Context: an optimization exercise on an open-source flow, tuned for small area and a short achievable clock period. The choices shown serve that exercise and are no tape-out recipe.
Only simulation tests tie the RTL to the original design; equivalence was not proved.
Power and IR drop assume default switching activity.

## design/flow/flow/run.sh

```bash
#!/bin/bash
# Standard ORFS layout, except that the port buffers are buf_2 cells instead of
# the default pick (a clock delay cell), which adds about 0.5 ns to every port path.
set -euo pipefail
export BUFFER_PORTS_ARGS="-buffer_cell sky130_fd_sc_hd__buf_2"
bash standard.sh > standard.log 2>&1
```

## design/flow/standard.sh

```bash
#!/bin/bash
# synth_recipe.tcl (not shown) runs the flow's synth.tcl, then flattens the netlist and writes it again
# the make line also repeats each setting of config.mk as NAME=value (left out here)
make -C /OpenROAD-flow-scripts/flow DESIGN_CONFIG=/design/flow/config.mk WORK_HOME=/design/flow/orfs CLKGATE_MAP_FILE= SYNTH_SCRIPT=/design/flow/synth_recipe.tcl "${@:-finish}"
```

## design/flow/config.mk

```make
export PLATFORM = sky130hd
export DESIGN_NAME = tlb
export DESIGN_NICKNAME = tlb
export VERILOG_FILES = /design/flow/design.v
export SDC_FILE = /design/flow/constraint.sdc
export NUM_CORES = 4
export LEC_CHECK = 0
export CAP_MARGIN = 20
export CORE_MARGIN = 2
export CORE_UTILIZATION = 35
export CTS_BUF_LIST = sky130_fd_sc_hd__clkbuf_8
export CTS_CLUSTER_DIAMETER = 50
export CTS_CLUSTER_SIZE = 12
export SETUP_SLACK_MARGIN = 3.5
export SLEW_MARGIN = 20
export SYNTH_HIERARCHICAL = 1
```

## design/flow/constraint.sdc

```tcl
create_clock -name core_clock -period 10.0 [get_ports {clk}]
set_input_delay 2.0000 -clock core_clock [delete_from_list [all_inputs] [get_ports {clk}]]
set_output_delay 2.0000 -clock core_clock [all_outputs]
set_load 0.01 [all_outputs]
```

## design/flow/design.v

```verilog
`timescale 1ns / 1ps
module tlb(
    input wire clk,
    input wire [18:0] s0_vppn,
    input wire        s0_va_bit12,
    input wire [ 9:0] s0_asid,
    output wire        s0_found,
    output wire [ 3:0] s0_index,
    output wire [19:0] s0_ppn,
    output wire [ 5:0] s0_ps,
    output wire [ 1:0] s0_plv,
    output wire [ 1:0] s0_mat,
    output wire        s0_d   ,
    output wire        s0_v   ,
    input wire [18:0] s1_vppn,
    input wire        s1_va_bit12,
    input wire [ 9:0] s1_asid,
    output wire        s1_found,
    output wire [ 3:0] s1_index,
    output wire [19:0] s1_ppn,
    output wire [ 5:0] s1_ps,
    output wire [ 1:0] s1_plv,
    output wire [ 1:0] s1_mat,
    output wire        s1_d   ,
    output wire        s1_v   ,
    input wire         invtlb_valid,
    input wire  [ 4:0] invtlb_op,
    input wire        we,
    input wire        w_e,
    input wire [18:0] w_vppn,
    input wire [ 9:0] w_asid,
    input wire        w_g,
    input wire [ 5:0] w_ps,
    input wire [ 3:0] w_index,
    input wire [19:0] w_ppn0,
    input wire [ 1:0] w_plv0,
    input wire [ 1:0] w_mat0,
    input wire        w_d0   ,
    input wire        w_v0   ,
    input wire [19:0] w_ppn1,
    input wire [ 1:0] w_plv1,
    input wire [ 1:0] w_mat1,
    input wire        w_d1   ,
    input wire        w_v1   ,
    input wire [ 3:0] r_index,
    output wire        r_e,
    output wire [18:0] r_vppn,
    output wire [ 9:0] r_asid,
    output wire        r_g,
    output wire [ 5:0] r_ps,
    output wire [19:0] r_ppn0,
    output wire [ 1:0] r_plv0,
    output wire [ 1:0] r_mat0,
    output wire        r_d0   ,
    output wire        r_v0   ,
    output wire [19:0] r_ppn1,
    output wire [ 1:0] r_plv1,
    output wire [ 1:0] r_mat1,
    output wire        r_d1   ,
    output wire        r_v1
    );
wire [25:0] w_p0 = {w_ppn0, w_plv0, w_mat0, w_d0, w_v0};
wire [25:0] w_p1 = {w_ppn1, w_plv1, w_mat1, w_d1, w_v1};
wire        w_big = (w_ps == 6'd21);
wire        inv = invtlb_valid & ~we;
wire [15:0] e_q, big_q, g_q;
wire [18:0] vppn_q [15:0];
wire [ 9:0] asid_q [15:0];
wire [25:0] p0_q   [15:0];
wire [25:0] p1_q   [15:0];
wire [15:0] m0_n, m1_n;
wire [15:0] h0e [1:0];
wire [15:0] h0o [1:0];
wire [15:0] h1e [1:0];
wire [15:0] h1o [1:0];
genvar i;
generate for (i = 0; i < 16; i = i + 1) begin : ent
    reg        e, big, g;
    reg [18:0] vppn;
    reg [ 9:0] asid;
    reg [25:0] p0, p1;
    wire wsel = we & (w_index == i);
    always @(posedge clk) begin
        if (wsel) begin
            vppn <= w_vppn;
            asid <= w_asid;
            g    <= w_g;
            big  <= w_big;
            p0   <= w_p0;
            p1   <= w_p1;
        end
    end
    wire odd0 = big ? s0_vppn[8] : s0_va_bit12;
    wire odd1 = big ? s1_vppn[8] : s1_va_bit12;
    wire hi0, lo0, as0, hi1, lo1, as1;
    tlb_cmp c0 (.v(s0_vppn), .a(s0_asid), .sv(vppn), .sa(asid), .e(e), .big(big), .g(g),
                .odd(odd0), .odd_n(~odd0), .m_n(m0_n[i]),
                .he({h0e[1][i], h0e[0][i]}), .ho({h0o[1][i], h0o[0][i]}),
                .hi_e(hi0), .lo_ok(lo0), .as_ok(as0));
    tlb_cmp c1 (.v(s1_vppn), .a(s1_asid), .sv(vppn), .sa(asid), .e(e), .big(big), .g(g),
                .odd(odd1), .odd_n(~odd1), .m_n(m1_n[i]),
                .he({h1e[1][i], h1e[0][i]}), .ho({h1o[1][i], h1o[0][i]}),
                .hi_e(hi1), .lo_ok(lo1), .as_ok(as1));
    wire vm1 = hi1 & lo1;
    wire kill = (invtlb_op == 5'd0) | (invtlb_op == 5'd1)
              | ((invtlb_op == 5'd2) &  g)
              | ((invtlb_op == 5'd3) & ~g)
              | ((invtlb_op == 5'd4) & ~g & as1)
              | ((invtlb_op == 5'd5) & ~g & as1 & vm1)
              | ((invtlb_op == 5'd6) & as1 & vm1);
    always @(posedge clk) begin
        if (wsel)
            e <= w_e;
        else if (inv & kill)
            e <= 1'b0;
    end
    assign e_q[i] = e;
    assign big_q[i] = big;
    assign g_q[i] = g;
    assign vppn_q[i] = vppn;
    assign asid_q[i] = asid;
    assign p0_q[i] = p0;
    assign p1_q[i] = p1;
end endgenerate
wire [25:0] s0_pg, s1_pg;
genvar b;
generate for (b = 0; b < 26; b = b + 1) begin : sel
    wire [15:0] d0, d1;
    for (i = 0; i < 16; i = i + 1) begin : col
        assign d0[i] = p0_q[i][b];
        assign d1[i] = p1_q[i][b];
    end
    tlb_sel32 u0 (.he(h0e[b / 13]), .ho(h0o[b / 13]), .d0(d0), .d1(d1), .q(s0_pg[b]));
    tlb_sel32 u1 (.he(h1e[b / 13]), .ho(h1o[b / 13]), .d0(d0), .d1(d1), .q(s1_pg[b]));
end endgenerate
wire [15:0] m0 = ~m0_n;
wire [15:0] m1 = ~m1_n;
wire s0_big = |(m0 & big_q);
wire s1_big = |(m1 & big_q);
assign s0_found = |m0;
assign s0_index = {|(m0 & 16'hff00), |(m0 & 16'hf0f0), |(m0 & 16'hcccc), |(m0 & 16'haaaa)};
assign s0_ps    = s0_big ? 6'd21 : 6'd12;
assign {s0_ppn, s0_plv, s0_mat, s0_d, s0_v} = s0_pg;
assign s1_found = |m1;
assign s1_index = {|(m1 & 16'hff00), |(m1 & 16'hf0f0), |(m1 & 16'hcccc), |(m1 & 16'haaaa)};
assign s1_ps    = s1_big ? 6'd21 : 6'd12;
assign {s1_ppn, s1_plv, s1_mat, s1_d, s1_v} = s1_pg;
wire [15:0] rsel [3:0];
wire [83:0] rq;
wire [83:0] rd [15:0];
generate for (i = 0; i < 4; i = i + 1) begin : rdup
    tlb_dec4 d (.a(r_index), .y(rsel[i]));
end endgenerate
generate for (i = 0; i < 16; i = i + 1) begin : rdec
    assign rd[i] = {e_q[i], vppn_q[i], asid_q[i], g_q[i], big_q[i], p0_q[i], p1_q[i]};
end endgenerate
generate for (b = 0; b < 84; b = b + 1) begin : rdb
    wire [15:0] c;
    for (i = 0; i < 16; i = i + 1) begin : col
        assign c[i] = rd[i][b];
    end
    tlb_ao16 u (.s(rsel[b / 21]), .d(c), .q(rq[b]));
end endgenerate
wire r_big;
assign {r_e, r_vppn, r_asid, r_g, r_big,
        r_ppn0, r_plv0, r_mat0, r_d0, r_v0,
        r_ppn1, r_plv1, r_mat1, r_d1, r_v1} = rq;
assign r_ps = r_big ? 6'd21 : 6'd12;
endmodule
module tlb_cmp(
    input  wire [18:0] v,
    input  wire [ 9:0] a,
    input  wire [18:0] sv,
    input  wire [ 9:0] sa,
    input  wire        e, big, g, odd, odd_n,
    output wire        m_n,
    output wire [1:0]  he, ho,
    output wire        hi_e, lo_ok, as_ok
);
wire [18:0] ve;
wire [ 9:0] ae;
genvar k;
generate for (k = 0; k < 19; k = k + 1) begin : vx
    tlb_xnor2 x (.a(v[k]), .b(sv[k]), .y(ve[k]));
end
for (k = 0; k < 10; k = k + 1) begin : ax
    tlb_xnor2 x (.a(a[k]), .b(sa[k]), .y(ae[k]));
end endgenerate
wire h0, h1, h2, l0, l1, l2, a0, a1, a2;
tlb_nand4 nh0 (.a(ve[18]), .b(ve[17]), .c(ve[16]), .d(ve[15]), .y(h0));
tlb_nand4 nh1 (.a(ve[14]), .b(ve[13]), .c(ve[12]), .d(e),      .y(h1));
tlb_nand3 nh2 (.a(ve[11]), .b(ve[10]), .c(ve[9]),               .y(h2));
tlb_a31oi nl0 (.a1(ve[8]), .a2(ve[7]), .a3(ve[6]), .b1(big),    .y(l0));
tlb_a31oi nl1 (.a1(ve[5]), .a2(ve[4]), .a3(ve[3]), .b1(big),    .y(l1));
tlb_a31oi nl2 (.a1(ve[2]), .a2(ve[1]), .a3(ve[0]), .b1(big),    .y(l2));
tlb_a41oi na0 (.a1(ae[9]), .a2(ae[8]), .a3(ae[7]), .a4(ae[6]), .b1(g), .y(a0));
tlb_a31oi na1 (.a1(ae[5]), .a2(ae[4]), .a3(ae[3]), .b1(g),      .y(a1));
tlb_a31oi na2 (.a1(ae[2]), .a2(ae[1]), .a3(ae[0]), .b1(g),      .y(a2));
tlb_nor3 rh (.a(h0), .b(h1), .c(h2), .y(hi_e));
tlb_nor3 rl (.a(l0), .b(l1), .c(l2), .y(lo_ok));
tlb_nor3 ra (.a(a0), .b(a1), .c(a2), .y(as_ok));
tlb_nand3 m (.a(hi_e), .b(lo_ok), .c(as_ok), .y(m_n));
tlb_nor2 se0 (.a(m_n), .b(odd),   .y(he[0]));
tlb_nor2 se1 (.a(m_n), .b(odd),   .y(he[1]));
tlb_nor2 so0 (.a(m_n), .b(odd_n), .y(ho[0]));
tlb_nor2 so1 (.a(m_n), .b(odd_n), .y(ho[1]));
endmodule
module tlb_sel32(
    input  wire [15:0] he, ho, d0, d1,
    output wire        q
);
wire [3:0] n;
wire [1:0] r;
genvar k;
generate for (k = 0; k < 4; k = k + 1) begin : n_
    tlb_ao8 x (.s({ho[4*k+3:4*k], he[4*k+3:4*k]}), .d({d1[4*k+3:4*k], d0[4*k+3:4*k]}), .q(n[k]));
end endgenerate
tlb_nor2 r0 (.a(n[0]), .b(n[1]), .y(r[0]));
tlb_nor2 r1 (.a(n[2]), .b(n[3]), .y(r[1]));
tlb_nand2 o (.a(r[0]), .b(r[1]), .y(q));
endmodule
module tlb_ao16(
    input  wire [15:0] s, d,
    output wire        q
);
wire [1:0] n;
wire r;
tlb_ao8 n0 (.s(s[7:0]),  .d(d[7:0]),  .q(n[0]));
tlb_ao8 n1 (.s(s[15:8]), .d(d[15:8]), .q(n[1]));
tlb_nor2 r0 (.a(n[0]), .b(n[1]), .y(r));
tlb_inv o (.a(r), .y(q));
endmodule
module tlb_ao8(
    input  wire [7:0] s, d,
    output wire       q
);
assign q = |(s & d);
endmodule
module tlb_dec4(input wire [3:0] a, output wire [15:0] y);
genvar k;
generate for (k = 0; k < 16; k = k + 1) begin : d
    assign y[k] = (a == k);
end endgenerate
endmodule
module tlb_xnor2(input wire a, b, output wire y);
assign y = ~(a ^ b);
endmodule
module tlb_nand2(input wire a, b, output wire y);
assign y = ~(a & b);
endmodule
module tlb_nand3(input wire a, b, c, output wire y);
assign y = ~(a & b & c);
endmodule
module tlb_nand4(input wire a, b, c, d, output wire y);
assign y = ~(a & b & c & d);
endmodule
module tlb_nor2(input wire a, b, output wire y);
assign y = ~(a | b);
endmodule
module tlb_nor3(input wire a, b, c, output wire y);
assign y = ~(a | b | c);
endmodule
module tlb_inv(input wire a, output wire y);
assign y = ~a;
endmodule
module tlb_a31oi(input wire a1, a2, a3, b1, output wire y);
assign y = ~((a1 & a2 & a3) | b1);
endmodule
module tlb_a41oi(input wire a1, a2, a3, a4, b1, output wire y);
assign y = ~((a1 & a2 & a3 & a4) | b1);
endmodule
```

==> impl_metrics.toml, run 1 <==
[status]
outcome = "complete, no violations"

[synth]
synth_top_family_by_area = "compound AO/OA/AOI/OAI gates"
synthAdderAreaFrac_pct = 0
seq_area_frac_synth_pct = 57.35
synth_top_area_share_pct = 57.35
syn_area_per_cell_um2 = 12.92
synth_top_area_cell = "edfxtp_1"
syn_inst = 5447
synth_simple_gate_area_share_pct = 10.01
netlist_area_um2 = 70380
synthTopCellsByArea = "edfxtp_1 57%, a22oi_1 16%, xnor2_1 12%, nand4_1 4.2%, nor2_1 1.8%"
synth_edf_count = 1344
synth_compound_area_share_pct = 19.06
synth_ff_type = "edfxtp_1"
yosysWarnings = 7
synthXorXnorAreaFrac_pct = 11.75
async_flop_share_pct = 0
synthMuxAreaShare_pct = 0.5120
synth_cell_types = 44
ys_ff_latch = 1344

[layout]
final_util_pct = 41.61
n_fill_cell = 18610
final_common_cell = "a22oi_1"
area_growth_pct = 18.16
design.final.nets = 6341
drive_above_1_share_pct = 20.24
final_cell_mix = "1504 x a22oi_1, 1344 x edfxtp_1, 939 x xnor2_1"

[placed_design]
place_congestion = 1.004
numPortBuffers = 318
post-dp-hpwl_mm = 220.9

[grt]
grt_pass1_wl_mm = 462.9
grt_pass1_vias = 58610
grtUsageTotal_pct = 32.18
globalRoute.totalOverflow = 0
grt_max_degree = 86
antenna_found_initial = 30

[pwr]
p_leak_nw = 26.06
power_mw = 11.89
p_per_area_nw_per_um2 = 143.0
ir_drop_mv = 0.1223

[sta]
finalHoldViolCount = 0
fin_skew_ps = 54.37
drv_slew = 0
tns_ps = 0
rsz0062_at_grt = "yes"
finalSetupViolCount = 0
slew-limit-headroom_pct = 23.13
tightestPinTransition_ps = 1153
max_freq_mhz = 150.6
finalCriticalPeriod_ps = 6641
post-route-period-util_pct = 66.41

[setup_path]
cp.arrival_ps = 4640
start_kind = "primary input"
critPathSlowestCell = "and4b_2"
r2r_cells = 6
cp_data_required_time_ps = 8000
crit_path_end_kind = "primary output"
path_cells = "buf_4 > buf_4 > and4b_2 > a22oi_1 > nand4_1 > nor2_1 > inv_1 > buf_2"
crit_top_cell = "buf_4"
path_class = "primary input to primary output"
worst_path_largest_cell_delay_ps = 950
worst-path-max-fanout = 21

[routing]
drc_errors = 0
firstDrtPassIters = 8
ant_nets = 0
viasPerCell = 6.858
num_vias = 61520
wirelength_mm = 343.5
drt_iter0_drc = 10710
wl_per_cell_um = 38.30

[floorplanning]
die_y_um = 452.4
core_area_um2 = 199900
die_w_um = 452.4
start_util_pct = 35.21
die_area_um2 = 204700
io_pins = 328
rows = 164

[cts]
cts-root-buf = "clkbuf_8"
cts_tree = "done"
cts_sinks = 1344
numCtsBuffers = 166
cts_hold_buf = 0
cts_max_level = 4
clock_latency_ps = 970
clockBufferDepth = 3
path_clk_slew_ps = 80

[hold_path]
hold_depth = 3
hp-class = "register to register"

[job]
drv_cap = 0
-- logic make-up (layout without fill, tap and decap cells) --
group                     after synthesis  count (layout)
xor gates and xnor gates              944             944
DFF                                  1344            1344
muxes                                  32              32
other                                   2              34
AOI/OAI and AO/OA                    1776            1776
and+or+nand+nor                      1154            1154
buffers and inverters                 195            1030
-- through the flow --
| stage | area (um2) | std cells | hold slack, ps | worst slack (ps) |
|---|---|---|---|---|
| global route | 83120 | 8956 | 1358 | 3439 |
| CTS | 81870 | 8895 | 1308 | 3489 |
| finish | 83150 | 8970 | 1328 | 3359 |
| floorplan | 70420 | 5454 | 972.3 | 3454 |
| global placement | 76720 | 8585 | 1255 | 2322 |
| detailed placement | 76720 | 8585 | 1255 | 2473 |
-- flip-flops by register name, summed over array words and instances, names as in the netlist --
signal and cells:
ent.e 16, ent.asid 160, ent.vppn 304, ent.big 16
ent.p0 416, ent.g 16, ent.p1 416
-- metal layers --
metal	track usage [%]	share of wire [%]	up-vias
li1	-	-	24020
met1	39.66	36	30460
met2	48.83	44	5567
met3	10.06	13	1454
met4	20.45	7.9	18
met5	0.4664	0.066	-
-- modules after synthesis, one instance, submodules excluded, a selection --
module | times used | flip-flops and latches | area (um2) | cells inside
tlb_inv | 84 | 0 | 3.754 | 1
tlb_nor2 | 316 | 0 | 3.754 | 1
tlb_xnor2 | 928 | 0 | 8.758 | 1
tlb_dec4 | 4 | 0 | 276.5 | 20
tlb_nand4 | 64 | 0 | 6.256 | 1
tlb | 1 | 1344 | 42600 | 1691
tlb_ao8 | 376 | 0 | 36.28 | 5
tlb_nand3 | 64 | 0 | 5.005 | 1
tlb_nor3 | 96 | 0 | 10.01 | 1
tlb_a41oi | 32 | 0 | 16.27 | 1
tlb_nand2 | 52 | 0 | 3.754 | 1
tlb_a31oi | 160 | 0 | 6.256 | 1
-- Yosys cell counts, drive strengths merged (3+ instances only) --
cell	instances
edfxtp	1344
nor3	100
and4b	16
nor4b	16
and4bb	24
o22ai	24
mux2	32
a22oi	1504
nand2b	3
and2	16
a21oi	16
or3b	3
nor4	4
inv	141
a221oi	8
a41oi	32
or2	5
and4	6
buf	37
a211o	16
nand4	469
or4	3
nor2	344
nand2	56
a31oi	160
or3	18
a21boi	16
nand3	65
xnor2	944
clkbuf	16
-- power by group --
| part | internal [mW] | total [mW] | switching, mW |
|---|---|---|---|
| clock | 1.97 | 4.30 | 2.32 |
| sequential | 6.31 | 6.43 | 0.117 |
| combinational | 0.385 | 1.17 | 0.782 |
-- worst max-delay path, delay by kind of cell --
kind / cells / cell delay, ps
buf+inv: 4 / 1170
simple gates: 3 / 1210
compound gates: 1 / 180
-- worst paths after layout --
kind	slack, ps	from	end
worst max-delay path	3360	r_index[1]	r_ppn0[9]
worst min-delay path	1330	ent[1].g$_DFFE_PP_	ent[1].e$_SDFFCE_PN0P_
worst min register to register	1330	ent[1].g$_DFFE_PP_	ent[1].e$_SDFFCE_PN0P_
worst max register to register	7430	ent[4].big$_DFFE_PP_	ent[4].e$_SDFFCE_PN0P_
-- final cells by class --
type	count	area (um2)	share of cell area, %
Clock inverter	112	1055	1.268
Inverter	142	533.0	0.6410
Antenna cell	25	62.56	0.07523
Timing Repair Buffer	607	4682	5.631
Tap cell	2656	3323	3.996
Sequential cell	1344	40360	48.54
Clock buffer	169	2326	2.797
Multi-Input combinational cell	3915	30810	37.06
-- timing repair --
item,CTS,global route
pin swaps,62,47
resized for setup,311,170
setup buffers,29,48
endpoints found under the setup margin,154,94
gates cloned,0,2
==> run 2: changes to the inputs <==
--- a/design/flow/config.mk
+++ b/design/flow/config.mk
@@ -7,7 +7,7 @@
 export LEC_CHECK = 0
 export CAP_MARGIN = 20
 export CORE_MARGIN = 2
-export CORE_UTILIZATION = 35
+export CORE_UTILIZATION = 45
 export CTS_BUF_LIST = sky130_fd_sc_hd__clkbuf_8
 export CTS_CLUSTER_DIAMETER = 50
 export CTS_CLUSTER_SIZE = 12
==> run 2 against run 1 <==
Global-route usage increased by 7.9 points. Maximum frequency decreased by 1.4%. Total power decreased by 1.5%. Register-to-register slack improved by 90 ps. Design area decreased by 1.3%. Still clean on timing, DRC and antenna. Sequential share of layout area increased by 0.65 points. Combinational power about the same. Utilization increased by 11 points. Die area decreased by 22%. Worst setup slack got worse by 92 ps. Sequential power about the same.
==> impl_metrics.toml, run 2 <==
[status]
outcome = "complete, no violations"

[synth]
yosysWarnings = 7
ys_ff_latch = 1344
synthTopCellsByCount = "1504 x a22oi_1, 1344 x edfxtp_1, 944 x xnor2_1, 469 x nand4_1, 344 x nor2_1"
syn_area_per_cell_um2 = 12.92
async_flop_share_pct = 0
synth_top_area_share_pct = 57.35
netlist_area_um2 = 70380
synth_ff_type = "edfxtp_1"
synth_cell_types = 44
seq_area_frac_synth_pct = 57.35
syn_inst = 5447
synth_most_common_cell = "a22oi_1"
synthTopCellsByArea = "edfxtp_1 57%, a22oi_1 16%, xnor2_1 12%, nand4_1 4.2%, nor2_1 1.8%"
synth_edf_count = 1344
synth_top_area_cell = "edfxtp_1"

[placed_design]
placed_area_um2 = 75960
place_congestion = 1.003
numPortBuffers = 318
dp.cells = 7985
post-dp-hpwl_mm = 211.5

[pwr]
ir_drop_mv = 0.1166
p_leak_nw = 25.91
power_mw = 11.71
p_per_area_nw_per_um2 = 142.7

[setup_path]
cp_data_required_time_ps = 8000
startpoint = "s0_vppn[18]"
path_class = "primary input to primary output"
reg2reg_slack_ps = 7520
r2r-end = "ent[2].e$_SDFFCE_PN0P_"
path_cells = "buf_6 > xnor2_1 > nand4_1 > nor3_4 > nand3_4 > nor2_1 > buf_6 > a22oi_1 > nand4_1 > nor2_1 > nand2_1 > buf_2"
crit_path_end_kind = "primary output"
r2r_cells = 6
cp.arrival_ps = 4730
endpoint = "s0_ppn[13]"
start_kind = "primary input"
worst_path_largest_cell_delay_ps = 480
worstReg2RegStart = "ent[2].big$_DFFE_PP_"
worst-path-max-fanout = 16
critPathSlowestCell = "nor3_4"

[routing]
firstDrtPassIters = 10
wl_per_cell_um = 39.64
viasPerCell = 7.327
drc_errors = 0
wirelength_mm = 330.4
ant_nets = 0
num_vias = 61060
drt_iter0_drc = 11910

[sta]
fin_skew_ps = 56.54
tightestPinTransition_ps = 1170
max_freq_mhz = 148.5
drv_slew = 0
finalCriticalPeriod_ps = 6733
tns_ps = 0
finalHoldViolCount = 0
post-route-period-util_pct = 67.33
finalSetupViolCount = 0
rsz0062_at_grt = "yes"
slew-limit-headroom_pct = 21.98

[grt]
globalRoute.totalOverflow = 0
antenna_found_initial = 15
grt_pass1_wl_mm = 446.3
grt_max_degree = 71
grtUsageTotal_pct = 40.07
grt_pass1_vias = 57600

[floorplanning]
start_util_pct = 45.16
core_area_um2 = 155800
die_area_um2 = 159600
io_pins = 328
die_y_um = 399.5
rows = 145
die_w_um = 399.5

[cts]
cts_max_level = 4
cts_hold_buf = 0
cts_tree = "done"
numCtsBuffers = 163
cts_sinks = 1344
clock_latency_ps = 930
cts-root-buf = "clkbuf_8"
path_clk_slew_ps = 80
clockBufferDepth = 3

[layout]
design.final.nets = 6327
drive_above_1_share_pct = 19.65
top_regs = "ent.p0: 416 flops, ent.p1: 416 flops, ent.vppn: 304 flops"
area_growth_pct = 16.59
final_cell_mix = "1504 x a22oi_1, 1344 x edfxtp_1, 940 x xnor2_1"
finalNonFillerCells = 8334
stdcell_area_um2 = 82050
final_util_pct = 52.65
final_common_cell = "a22oi_1"

[job]
drv_cap = 0

[hold_path]
worstHoldStart = "ent[13].g$_DFFE_PP_"
hp-class = "register to register"
-- run 2: changes by cell type in the layout (fill, tap and decap cells not counted), moves of 7 or more --
cell,previous run,this run
buf_2,261,253
buf_4,216,209
nor2_1,277,304
clkinv_2,9,19
diode_2,25,16
clkinv_1,22,11
nor2_2,35,21
nor2_4,32,19
-- run 2: worst max-delay path, delay by kind of cell --
kind / cells / cell delay, ps
and+or+nand+nor: 7 / 1770
buffers and inverters: 3 / 680
xor gates and xnor gates: 1 / 160
AOI/OAI and AO/OA: 1 / 110
-- run 2: worst min-delay path by stage --
stage | to | slack (ps) | depth (start not counted)
finish | ent[13].e$_SDFFCE_PN0P_ | 1200 | 3
global route | ent[13].e$_SDFFCE_PN0P_ | 1270 | 3
CTS | ent[9].e$_SDFFCE_PN0P_ | 1200 | 3
detailed placement | ent[9].e$_SDFFCE_PN0P_ | 1180 | 3
global placement | ent[9].e$_SDFFCE_PN0P_ | 1180 | 3
floorplan | ent[0].e$_SDFFCE_PN0P_ | 970 | 3
-- run 2: logic make-up after synthesis --
group | count (synthesis) | share of synthesized area [%]
compound gates | 1776 | 19.06
flops | 1344 | 57.35
simple gates | 1154 | 10.01
xor+xnor | 944 | 11.75
buf+inv | 195 | 1.317
mux | 32 | 0.5120
other cells | 2 | 0.01067
-- run 2: cell type report --
cell class / count / area, um2
tap: 2058 / 2575
multi-input combinational: 3915 / 30620
fill: 13270 / 73790
inverter: 142 / 533.0
antenna: 16 / 40.04
sequential: 1344 / 40360
clock inverter: 94 / 903.4
clock buffer: 169 / 2326
timing repair buffer: 596 / 4697
-- run 2: layer usage --
metal / up-vias / track usage, % / wire length (um)
li1: 23960 / - / -
met1: 29940 / 50.30 / 115500
met2: 5630 / 59.35 / 141400
met3: 1529 / 13.69 / 46820
met4: 6 / 24.83 / 26480
met5: - / 0.7869 / 171
-- run 2: where the power goes --
group          switching [mW]  internal (mW)
Sequential              0.115           6.31
Clock                    2.20           1.92
Combinational           0.771          0.388
Total                    3.09           8.62
-- run 2: per-module statistics from Yosys, one instance, submodules excluded, excerpt --
module | times used | cells inside | flops+latches | cell area, um2
tlb_xnor2 | 928 | 1 | 0 | 8.758
tlb_a41oi | 32 | 1 | 0 | 16.27
tlb_dec4 | 4 | 20 | 0 | 276.5
tlb | 1 | 1691 | 1344 | 42600
tlb_nor3 | 96 | 1 | 0 | 10.01
tlb_a31oi | 160 | 1 | 0 | 6.256
-- run 2: metrics by stage --
step	hold WS (ps)	setup slack, ps
2_1_floorplan	972.3	3454
3_3_place_gp	1180	2706
3_5_place_dp	1177	2736
4_1_cts	1200	3443
5_1_grt	1268	3347
6_report	1205	3267
-- run 2: repair_timing --
action / in CTS / in global routing
endpoints found under the setup margin: 152 / 78
pin swaps: 39 / 62
hold endpoints to repair: 0 / 0
resized for setup: 256 / 183
cloned: 0 / 6
setup buffers: 13 / 51

## re-timing with driven ports
The flow's constraints put no driver on any port. The routed layouts listed below were extracted and timed again, unchanged, in two steps. Step 1: set_driving_cell puts a clkbuf_16 on clk and a buf_2 on each other input, an assumption about the parent block. Step 2 adds t to the input delays and takes it off the output delays; t is the mean of the earliest and latest rising clock arrival at the registers after step 1. Input paths then give back, and output paths get back, about the clock's delay inside the block. Slacks: ideal ports / drivers / drivers and shift; pairs: ideal ports / drivers.
run | t (ns) | setup WS [ns] | hold WS [ns] | worst slew at a driven data input, ns | cell pins on the clock port's net
run 1 | 1.038 | 3.359 / 3.309 / 3.309 | 1.328 / 1.328 / 1.328 | 0.22 | 1
run 2 | 0.974 | 3.267 / 3.230 / 3.230 | 1.205 / 1.205 / 1.205 | 0.16 | 1
After both steps setup and hold are still met in every run listed. For run 1, which loses most, drivers alone change the setup slack by -0.050 ns; drivers and shift together by -0.050 ns.
